Context: an optimization exercise on an open-source flow, tuned for small area. The choices shown serve that exercise and are no tape-out recipe. Only simulation tests tie the RTL to the original design; equivalence was not proved. Power is estimated from default activity; no workload was simulated.

==> flow/design.v (excerpt) <==
module Tetris(
    input wire        Clk_In,
    input wire        Rotate,
    input wire        Left,
    input wire        Right,
    input wire        Down,
    input wire        Pause,
    input wire        Rst,
    output wire [7:0] RGB,
    output wire       Hsync,
    output wire       Vsync
    );
wire Clk = Clk_In;
function [15:0] shape;
    input [2:0] t;
    input [1:0] r;
    begin
        case ({t, r})
            5'b00100, 5'b00110: shape = 16'h1111;
            5'b00101, 5'b00111: shape = 16'h000f;
            5'b01000, 5'b01001, 5'b01010, 5'b01011: shape = 16'h0033;
            5'b01100: shape = 16'h0072;
            5'b01101: shape = 16'h0131;
            5'b01110: shape = 16'h0027;
            5'b01111: shape = 16'h0232;
            5'b10000, 5'b10010: shape = 16'h0036;
            5'b10001, 5'b10011: shape = 16'h0231;
            5'b10100, 5'b10110: shape = 16'h0063;
            5'b10101, 5'b10111: shape = 16'h0132;
            5'b11000: shape = 16'h0322;
            5'b11001: shape = 16'h0071;
            5'b11010: shape = 16'h0113;
            5'b11011: shape = 16'h0047;
            5'b11100: shape = 16'h0311;
            5'b11101: shape = 16'h0017;
            5'b11110: shape = 16'h0223;
            5'b11111: shape = 16'h0074;
            default:  shape = 16'h0000;
        endcase
    end
endfunction
reg  [7:0] dcnt;
reg  [3:0] bd;
reg  [3:0] be;
wire       samp = (dcnt == 8'he4);
wire [3:0] raw  = {Rotate, Left, Right, Down};
wire       dfb  = ~(dcnt[7] ^ dcnt[5] ^ dcnt[4] ^ dcnt[3]);
always @(posedge Clk) begin
    if (Rst) begin
        dcnt <= 8'd0;
        bd   <= 4'd0;
        be   <= 4'd0;
    end
    else begin
        dcnt <= samp ? 8'd0 : {dcnt[6:0], dfb};
        be   <= samp ? (raw & ~bd) : 4'd0;
        if (samp)
            bd <= raw;
    end
end
wire down_en   = be[0];
wire right_en  = be[1];
wire left_en   = be[2];
wire rotate_en = be[3];
reg [14:0] gcnt;
reg        gclk;
wire       gfb = ~(gcnt[14] ^ gcnt[13]);
always @(posedge Clk) begin
    if (Rst) begin
        gcnt <= 15'd0;
        gclk <= 1'b0;
    end
    else if (!Pause) begin
        if (gcnt == 15'h42f4) begin
            gcnt <= 15'd0;
            gclk <= 1'b1;
        end
        else begin
            gcnt <= {gcnt[13:0], gfb};
  ...
For scale: about 3400 cells after synthesis, about 330 flip-flops, ~17 I/O pins, ~0.024 mm² of cells after synthesis.
Settings: LEC_CHECK=0, ABC_AREA=1, CAP_MARGIN=20, CELL_PAD_IN_SITES_DETAIL_PLACEMENT=1, CELL_PAD_IN_SITES_GLOBAL_PLACEMENT=1, CORE_MARGIN=2, CORE_UTILIZATION=28, GPL_TIMING_DRIVEN=0, PLACE_DENSITY=0.55, SLEW_MARGIN=20, SYNTH_MEMORY_MAX_BITS=65536; clock period 20.0 ns.
standard.sh (not shown) runs the stock make flow with config.mk's settings and CLKGATE_MAP_FILE= SYNTH_SCRIPT=/design/flow/synth_recipe.tcl, a recipe that flattens the netlist after the stock synthesis.
==> flow/flow/run.sh <==
#!/bin/bash
# Own layout flow: the standard flow (standard.sh) with four changes.
#  1. The ABC script that maps the synthesised logic to standard cells is an
#     area-oriented one (flow/abc_area.script) instead of ORFS's, and does not
#     use the weakest (_0) cells.
#  2. Clock tree synthesis builds fewer, larger sink clusters and inserts no
#     dummy loads (CTS_ARGS below).
#  3. The port buffers are buf_2 cells (BUFFER_PORTS_ARGS below).
#  4. Synthesis does not map adders to half/full-adder cells
#     (ADDER_MAP_FILE empty), so ABC optimises that logic with the rest.
# Everything else (synthesis passes, register names and cells, floorplan,
# power grid, placement, routing) is the standard flow's.  The make output
# goes to flow_make.log; ORFS keeps each step's log under orfs/logs/.
set -euo pipefail
W=$(pwd)
cat > "$W/own_synth.tcl" <<TCL
# The standard flow's synthesis script (synth_recipe.tcl), with ABC's -script replaced
proc abc {args} {
  set i [lsearch -exact \$args -script]
  if {\$i >= 0} { lset args [expr {\$i + 1}] {$W/flow/abc_area.script} }
  foreach c {a2111oi_0 a21boi_0 and2_0 o21ai_0 o311ai_0 or2_0} {
    lappend args -dont_use sky130_fd_sc_hd__\$c
  }
  yosys abc {*}\$args
}
source {$W/synth_recipe.tcl}
TCL
sed "s#SYNTH_SCRIPT=[^ ]*#SYNTH_SCRIPT=$W/own_synth.tcl#" "$W/standard.sh" > "$W/own_standard.sh"
grep -q "SYNTH_SCRIPT=$W/own_synth.tcl" "$W/own_standard.sh"
CTS="-sink_clustering_enable -repair_clock_nets -sink_clustering_size 20"
CTS="$CTS -sink_clustering_max_diameter 60 -buf_list sky130_fd_sc_hd__clkbuf_8"
CTS="$CTS -dont_use_dummy_load"
PORTS="-inputs -outputs -buffer_cell sky130_fd_sc_hd__buf_2"
bash "$W/own_standard.sh" "CTS_ARGS=$CTS" "BUFFER_PORTS_ARGS=$PORTS" ADDER_MAP_FILE= finish \
  > "$W/flow_make.log" 2>&1
==> flow/flow/abc_area.script <==
strash
dc2
balance
rewrite
refactor
balance
rewrite
rewrite -z
balance
refactor -z
rewrite -z
balance
dc2
amap
topo
Change:
--- a/flow/flow/run.sh
+++ b/flow/flow/run.sh
@@ -28,6 +28,6 @@
 sed "s#SYNTH_SCRIPT=[^ ]*#SYNTH_SCRIPT=$W/own_synth.tcl#" "$W/standard.sh" > "$W/own_standard.sh"
 grep -q "SYNTH_SCRIPT=$W/own_synth.tcl" "$W/own_standard.sh"
-CTS="-sink_clustering_enable -repair_clock_nets -sink_clustering_size 20"
-CTS="$CTS -sink_clustering_max_diameter 60 -buf_list sky130_fd_sc_hd__clkbuf_8"
+CTS="-sink_clustering_enable -repair_clock_nets -sink_clustering_size 24"
+CTS="$CTS -sink_clustering_max_diameter 70 -buf_list sky130_fd_sc_hd__clkbuf_16"
 CTS="$CTS -dont_use_dummy_load"
 PORTS="-inputs -outputs -buffer_cell sky130_fd_sc_hd__buf_2"
Settings changed: CAP_MARGIN 20 to 10, CELL_PAD_IN_SITES_GLOBAL_PLACEMENT 1 to 2, SLEW_MARGIN 20 to 10.
After rerunning: The new run finished with max-capacitance violations, max-slew violations left; setup slack is worse by 390 ps; core utilization went down by 0.35 points; clock skew is lower by 39 ps; die area does not change.
Change:
--- a/flow/flow/run.sh
+++ b/flow/flow/run.sh
@@ -28,6 +28,6 @@
 sed "s#SYNTH_SCRIPT=[^ ]*#SYNTH_SCRIPT=$W/own_synth.tcl#" "$W/standard.sh" > "$W/own_standard.sh"
 grep -q "SYNTH_SCRIPT=$W/own_synth.tcl" "$W/own_standard.sh"
-CTS="-sink_clustering_enable -repair_clock_nets -sink_clustering_size 24"
-CTS="$CTS -sink_clustering_max_diameter 70 -buf_list sky130_fd_sc_hd__clkbuf_16"
+CTS="-sink_clustering_enable -repair_clock_nets -sink_clustering_size 20"
+CTS="$CTS -sink_clustering_max_diameter 60 -buf_list sky130_fd_sc_hd__clkbuf_8"
 CTS="$CTS -dont_use_dummy_load"
 PORTS="-inputs -outputs -buffer_cell sky130_fd_sc_hd__buf_2"
Settings changed: CAP_MARGIN 10 to 20, SLEW_MARGIN 10 to 20.
After rerunning: With this change the flow finished clean. Power is lower by 5.4%. Die area is unchanged. Synthesized cell count stays the same. Global-route usage increases by 0.16 points.
Change:
Settings changed: CAP_MARGIN 20 to 15, SLEW_MARGIN 20 to 15.
Now the flow finished but fails on max-capacitance violations.
Worst setup slack is better by 430 ps.
Synthesized cell count does not change.
Global-route usage hardly moves.
Cell count barely changes.
Final area is lower by 0.39%.

========
Another version of the RTL of Tetris (not shown whole).
Size in the first run: ~17 I/O pins, ~26000 µm² of cells after synthesis.
export LEC_CHECK = 0
export ABC_AREA = 1
export CAP_MARGIN = 20
export CELL_PAD_IN_SITES_DETAIL_PLACEMENT = 1
export CELL_PAD_IN_SITES_GLOBAL_PLACEMENT = 2
export CORE_MARGIN = 2
export CORE_UTILIZATION = 28
export CTS_BUF_LIST = sky130_fd_sc_hd__clkbuf_8
export CTS_CLUSTER_DIAMETER = 50
export CTS_CLUSTER_SIZE = 16
export GPL_TIMING_DRIVEN = 0
export PLACE_DENSITY = 0.55
export SLEW_MARGIN = 20
export SYNTH_MEMORY_MAX_BITS = 65536
create_clock -name core_clock -period 20.0 [get_ports {Clk_In}]
==> flow/flow/run.sh <==
#!/bin/bash
# Own layout flow: the standard flow (standard.sh) with one change.  The
# ABC script that maps the synthesised logic to standard cells is replaced by
# an area-oriented one (flow/abc_area.script).  Everything else (synthesis
# passes, register names and cells, floorplan, power grid, placement, CTS,
# routing) is the standard flow's.  The make output goes to flow_make.log;
# ORFS keeps each step's log under orfs/logs/.
set -euo pipefail
W=$(pwd)
cat > "$W/own_synth.tcl" <<TCL
# The standard flow's synthesis script (synth_recipe.tcl), with ABC's -script replaced
proc abc {args} {
  set i [lsearch -exact \$args -script]
  if {\$i >= 0} { lset args [expr {\$i + 1}] {$W/flow/abc_area.script} }
  yosys abc {*}\$args
}
source {$W/synth_recipe.tcl}
TCL
sed "s#SYNTH_SCRIPT=[^ ]*#SYNTH_SCRIPT=$W/own_synth.tcl#" "$W/standard.sh" > "$W/own_standard.sh"
grep -q "SYNTH_SCRIPT=$W/own_synth.tcl" "$W/own_standard.sh"
bash "$W/own_standard.sh" > "$W/flow_make.log" 2>&1
Scripts as last shown in full above: flow/flow/abc_area.script
The first run finished with timing, DRC and antenna clean.
Next try:
Settings changed: CTS_BUF_LIST sky130_fd_sc_hd__clkbuf_8 to default, CTS_CLUSTER_DIAMETER 50 to default, CTS_CLUSTER_SIZE 16 to default, GPL_TIMING_DRIVEN 0 to default.
What happened: The new run finished clean; worst setup slack improved by 0.95 ns; combinational power came out higher by 6.5%; first-iteration DRC count came out higher by 5.3%; die area stays the same; synthesized cell count is unchanged; utilization came out higher by 1.2 points; routed wire length came out higher by 5.7%; synthesized area does not change; final cell count came out higher by 3.1%.
Next try:
==> flow/run.sh (new file) <==
#!/bin/bash
# synth_recipe.tcl (not shown) runs the flow's synth.tcl, then flattens the netlist and writes it again
# the make line also repeats each setting of config.mk as NAME=value (left out here)
make -C /OpenROAD-flow-scripts/flow DESIGN_CONFIG=/design/flow/config.mk WORK_HOME=/design/flow/orfs CLKGATE_MAP_FILE= SYNTH_SCRIPT=/design/flow/synth_recipe.tcl finish
Settings changed: CORE_UTILIZATION 28 to 30, CTS_BUF_LIST from default to sky130_fd_sc_hd__clkbuf_8, CTS_CLUSTER_DIAMETER from default to 60, CTS_CLUSTER_SIZE from default to 20, GPL_TIMING_DRIVEN from default to 0, PLACE_DENSITY 0.55 to 0.45.
removed: flow/flow/run.sh
removed: flow/flow/abc_area.script
removed: flow/standard.sh
The changed run completed, yet does not pass: capacitance limit, slew limit; first-iteration DRC count shrinks by 3.9%; die area is higher by 18%; setup slack is worse by 0.35 ns; global-route usage is lower by 2.2 points; clock skew went up by 0.078 ns.
Next try:
==> flow/flow/run.sh (new file) <==
#!/bin/bash
# Own layout flow: the standard flow (standard.sh) with one change.  The
# ABC script that maps the synthesised logic to standard cells is replaced by
# an area-oriented one (flow/abc_area.script).  Everything else (synthesis
# passes, register names and cells, floorplan, power grid, placement, CTS,
# routing) is the standard flow's.  The make output goes to flow_make.log;
# ORFS keeps each step's log under orfs/logs/.
set -euo pipefail
W=$(pwd)
cat > "$W/own_synth.tcl" <<TCL
# The standard flow's synthesis script (synth_recipe.tcl), with ABC's -script replaced
proc abc {args} {
  set i [lsearch -exact \$args -script]
  if {\$i >= 0} { lset args [expr {\$i + 1}] {$W/flow/abc_area.script} }
  yosys abc {*}\$args
}
source {$W/synth_recipe.tcl}
TCL
sed "s#SYNTH_SCRIPT=[^ ]*#SYNTH_SCRIPT=$W/own_synth.tcl#" "$W/standard.sh" > "$W/own_standard.sh"
grep -q "SYNTH_SCRIPT=$W/own_synth.tcl" "$W/own_standard.sh"
bash "$W/own_standard.sh" > "$W/flow_make.log" 2>&1
==> flow/flow/abc_area.script (new file) <==
strash
dc2
balance
rewrite
refactor
balance
rewrite
rewrite -z
balance
refactor -z
rewrite -z
balance
dc2
amap
topo
==> flow/standard.sh (new file) <==
#!/bin/bash
# synth_recipe.tcl (not shown) runs the flow's synth.tcl, then flattens the netlist and writes it again
# the make line also repeats each setting of config.mk as NAME=value (left out here)
make -C /OpenROAD-flow-scripts/flow DESIGN_CONFIG=/design/flow/config.mk WORK_HOME=/design/flow/orfs CLKGATE_MAP_FILE= SYNTH_SCRIPT=/design/flow/synth_recipe.tcl "${@:-finish}"
Settings changed: CORE_UTILIZATION 30 to 28, CTS_BUF_LIST sky130_fd_sc_hd__clkbuf_8 to sky130_fd_sc_hd__clkbuf_16, CTS_CLUSTER_DIAMETER 60 to 80, CTS_CLUSTER_SIZE 20 to 30, PLACE_DENSITY 0.45 to 0.55.
removed: flow/run.sh
What happened:
- The new run passed the timing, DRC and antenna checks
- design area shrinks by 20%
- routed wire length shrinks by 19%
- count of clock-buffer cells in the layout shrinks by 25
- sequential power hardly moves
- die area shrinks by 15%
- critical path depth grows by 15
- register-to-register slack gets worse by 1.0 ns

========
Tetris with an RTL version that a note above also has.
For scale: roughly 3400 cells after synthesis, roughly 330 flip-flops, ~17 I/O pins.
==> flow/config.mk <==
export PLATFORM = sky130hd
export DESIGN_NAME = Tetris
export DESIGN_NICKNAME = Tetris
export VERILOG_FILES = /design/flow/design.v
export SDC_FILE = /design/flow/constraint.sdc
export NUM_CORES = 8
export LEC_CHECK = 0
export ABC_AREA = 1
export CAP_MARGIN = 30
export CELL_PAD_IN_SITES_DETAIL_PLACEMENT = 1
export CELL_PAD_IN_SITES_GLOBAL_PLACEMENT = 2
export CORE_MARGIN = 2
export CORE_UTILIZATION = 28
export GPL_TIMING_DRIVEN = 0
export PLACE_DENSITY = 0.55
export SLEW_MARGIN = 30
export SYNTH_MEMORY_MAX_BITS = 65536
==> flow/constraint.sdc <==
create_clock -name core_clock -period 20.0 [get_ports {Clk_In}]
set_input_delay 4.0000 -clock core_clock [delete_from_list [all_inputs] [get_ports {Clk_In}]]
set_output_delay 4.0000 -clock core_clock [all_outputs]
set_load 0.01 [all_outputs]
==> flow/flow/run.sh <==
#!/bin/bash
# Own layout flow: the standard flow (standard.sh) with four changes.
#  1. The ABC script that maps the synthesised logic to standard cells is an
#     area-oriented one (flow/abc_area.script) instead of ORFS's, and does not
#     use the weakest (_0) cells.
#  2. Clock tree synthesis builds fewer, larger sink clusters and inserts no
#     dummy loads (CTS_ARGS below).
#  3. The port buffers are buf_2 cells (BUFFER_PORTS_ARGS below).
#  4. Synthesis does not map adders to half/full-adder cells
#     (ADDER_MAP_FILE empty), so ABC optimises that logic with the rest.
# Everything else (synthesis passes, register names and cells, floorplan,
# power grid, placement, routing) is the standard flow's.  The make output
# goes to flow_make.log; ORFS keeps each step's log under orfs/logs/.
set -euo pipefail
W=$(pwd)
cat > "$W/own_synth.tcl" <<TCL
# The standard flow's synthesis script (synth_recipe.tcl), with ABC's -script replaced
proc abc {args} {
  set i [lsearch -exact \$args -script]
  if {\$i >= 0} { lset args [expr {\$i + 1}] {$W/flow/abc_area.script} }
  foreach c {a2111oi_0 a21boi_0 and2_0 o21ai_0 o311ai_0 or2_0} {
    lappend args -dont_use sky130_fd_sc_hd__\$c
  }
  yosys abc {*}\$args
}
source {$W/synth_recipe.tcl}
TCL
sed "s#SYNTH_SCRIPT=[^ ]*#SYNTH_SCRIPT=$W/own_synth.tcl#" "$W/standard.sh" > "$W/own_standard.sh"
grep -q "SYNTH_SCRIPT=$W/own_synth.tcl" "$W/own_standard.sh"
CTS="-sink_clustering_enable -repair_clock_nets -sink_clustering_size 24"
CTS="$CTS -sink_clustering_max_diameter 70 -buf_list sky130_fd_sc_hd__clkbuf_16"
CTS="$CTS -dont_use_dummy_load"
PORTS="-inputs -outputs -buffer_cell sky130_fd_sc_hd__buf_2"
bash "$W/own_standard.sh" "CTS_ARGS=$CTS" "BUFFER_PORTS_ARGS=$PORTS" ADDER_MAP_FILE= finish \
  > "$W/flow_make.log" 2>&1
==> flow/flow/abc_area.script <==
strash
dc2
balance
rewrite
refactor
balance
rewrite
rewrite -z
balance
refactor -z
rewrite -z
balance
dc2
amap
topo
==> next run, changes <==
--- a/flow/flow/run.sh
+++ b/flow/flow/run.sh
@@ -2,6 +2,5 @@
 # Own layout flow: the standard flow (standard.sh) with four changes.
 #  1. The ABC script that maps the synthesised logic to standard cells is an
-#     area-oriented one (flow/abc_area.script) instead of ORFS's, and does not
-#     use the weakest (_0) cells.
+#     area-oriented one (flow/abc_area.script) instead of ORFS's.
 #  2. Clock tree synthesis builds fewer, larger sink clusters and inserts no
 #     dummy loads (CTS_ARGS below).
@@ -19,7 +18,4 @@
   set i [lsearch -exact \$args -script]
   if {\$i >= 0} { lset args [expr {\$i + 1}] {$W/flow/abc_area.script} }
-  foreach c {a2111oi_0 a21boi_0 and2_0 o21ai_0 o311ai_0 or2_0} {
-    lappend args -dont_use sky130_fd_sc_hd__\$c
-  }
   yosys abc {*}\$args
 }
CAP_MARGIN = 15   (was 30)
SLEW_MARGIN = 15   (was 30)
Worst setup slack gets worse by 0.67 ns.
Maximum frequency shrinks by 5.3%.
Sequential cell count is unchanged.
Clock skew is higher by 0.0056 ns.
Core utilization hardly moves.
Non-clock buffer count went down by 12.
Total power goes up by 0.85%.
Via count barely changes.
Design area falls by 0.44%.
==> next run, changes <==
--- a/flow/flow/run.sh
+++ b/flow/flow/run.sh
@@ -2,5 +2,6 @@
 # Own layout flow: the standard flow (standard.sh) with four changes.
 #  1. The ABC script that maps the synthesised logic to standard cells is an
-#     area-oriented one (flow/abc_area.script) instead of ORFS's.
+#     area-oriented one (flow/abc_area.script) instead of ORFS's, and does not
+#     use the weakest (_0) cells.
 #  2. Clock tree synthesis builds fewer, larger sink clusters and inserts no
 #     dummy loads (CTS_ARGS below).
@@ -18,4 +19,7 @@
   set i [lsearch -exact \$args -script]
   if {\$i >= 0} { lset args [expr {\$i + 1}] {$W/flow/abc_area.script} }
+  foreach c {a2111oi_0 a21boi_0 and2_0 o21ai_0 o311ai_0 or2_0} {
+    lappend args -dont_use sky130_fd_sc_hd__\$c
+  }
   yosys abc {*}\$args
 }
@@ -24,6 +28,6 @@
 sed "s#SYNTH_SCRIPT=[^ ]*#SYNTH_SCRIPT=$W/own_synth.tcl#" "$W/standard.sh" > "$W/own_standard.sh"
 grep -q "SYNTH_SCRIPT=$W/own_synth.tcl" "$W/own_standard.sh"
-CTS="-sink_clustering_enable -repair_clock_nets -sink_clustering_size 24"
-CTS="$CTS -sink_clustering_max_diameter 70 -buf_list sky130_fd_sc_hd__clkbuf_16"
+CTS="-sink_clustering_enable -repair_clock_nets -sink_clustering_size 16"
+CTS="$CTS -sink_clustering_max_diameter 50 -buf_list sky130_fd_sc_hd__clkbuf_8"
 CTS="$CTS -dont_use_dummy_load"
 PORTS="-inputs -outputs -buffer_cell sky130_fd_sc_hd__buf_2"
CAP_MARGIN = 20   (was 15)
SLEW_MARGIN = 20   (was 15)
The new run went through all stages and came out clean.
Synthesized cell count stays flat.
Sequential share of layout area came out higher by 0.16 points.
Final area came out lower by 0.66%.
Total power came out lower by 4.2%.
Core utilization came out lower by 0.27 points.
Count of clock-buffer cells in the layout came out higher by 17.
Sequential power stays flat.
Synthesized area barely changes.
Hold slack gets worse by 0.011 ns.

what the ideal ports hide:
In the flow no input, the clock included, has a driving cell. The finished layouts below were timed again as built, in two steps. Step 1 sets driving cells, clkbuf_16 on the clock port and buf_2 on the other inputs (assumed; they add their load-dependent delay and slew). Step 2 also shifts input and output timing later by t, the mid clock arrival at the registers, as if the neighbouring blocks saw the same clock. Slacks: ideal ports / drivers / drivers and shift; pairs: ideal ports / drivers.
run	shift t [ns]	setup WS [ns]	worst slew at a driven data input, ns
the first run of note 1	0.717	7.456 / 7.456 / 7.456	0.04
the second run of note 1	0.664	7.062 / 7.062 / 6.844	0.27
the third run of note 1	0.723	6.509 / 6.509 / 6.396	0.28
the fourth run of note 1	0.710	6.940 / 6.940 / 6.895	0.26
the first run of note 2	0.822	8.708 / 8.708 / 8.708	0.04
the second run of note 2	0.676	9.659 / 9.659 / 9.204	0.04
the third run of note 2	0.853	9.307 / 9.228 / 9.339	0.03
the fourth run of note 2	0.694	8.312 / 8.312 / 8.312	0.04
the first run of note 3	0.683	8.021 / 8.021 / 8.021	0.27
the second run of note 3	0.701	7.355 / 7.355 / 7.160	0.29
the third run of note 3	0.796	6.771 / 6.771 / 6.524	0.27
The setup slack of the second run of note 2, which loses most, moves by 0.000 ns with the drivers and by -0.455 ns with both steps.
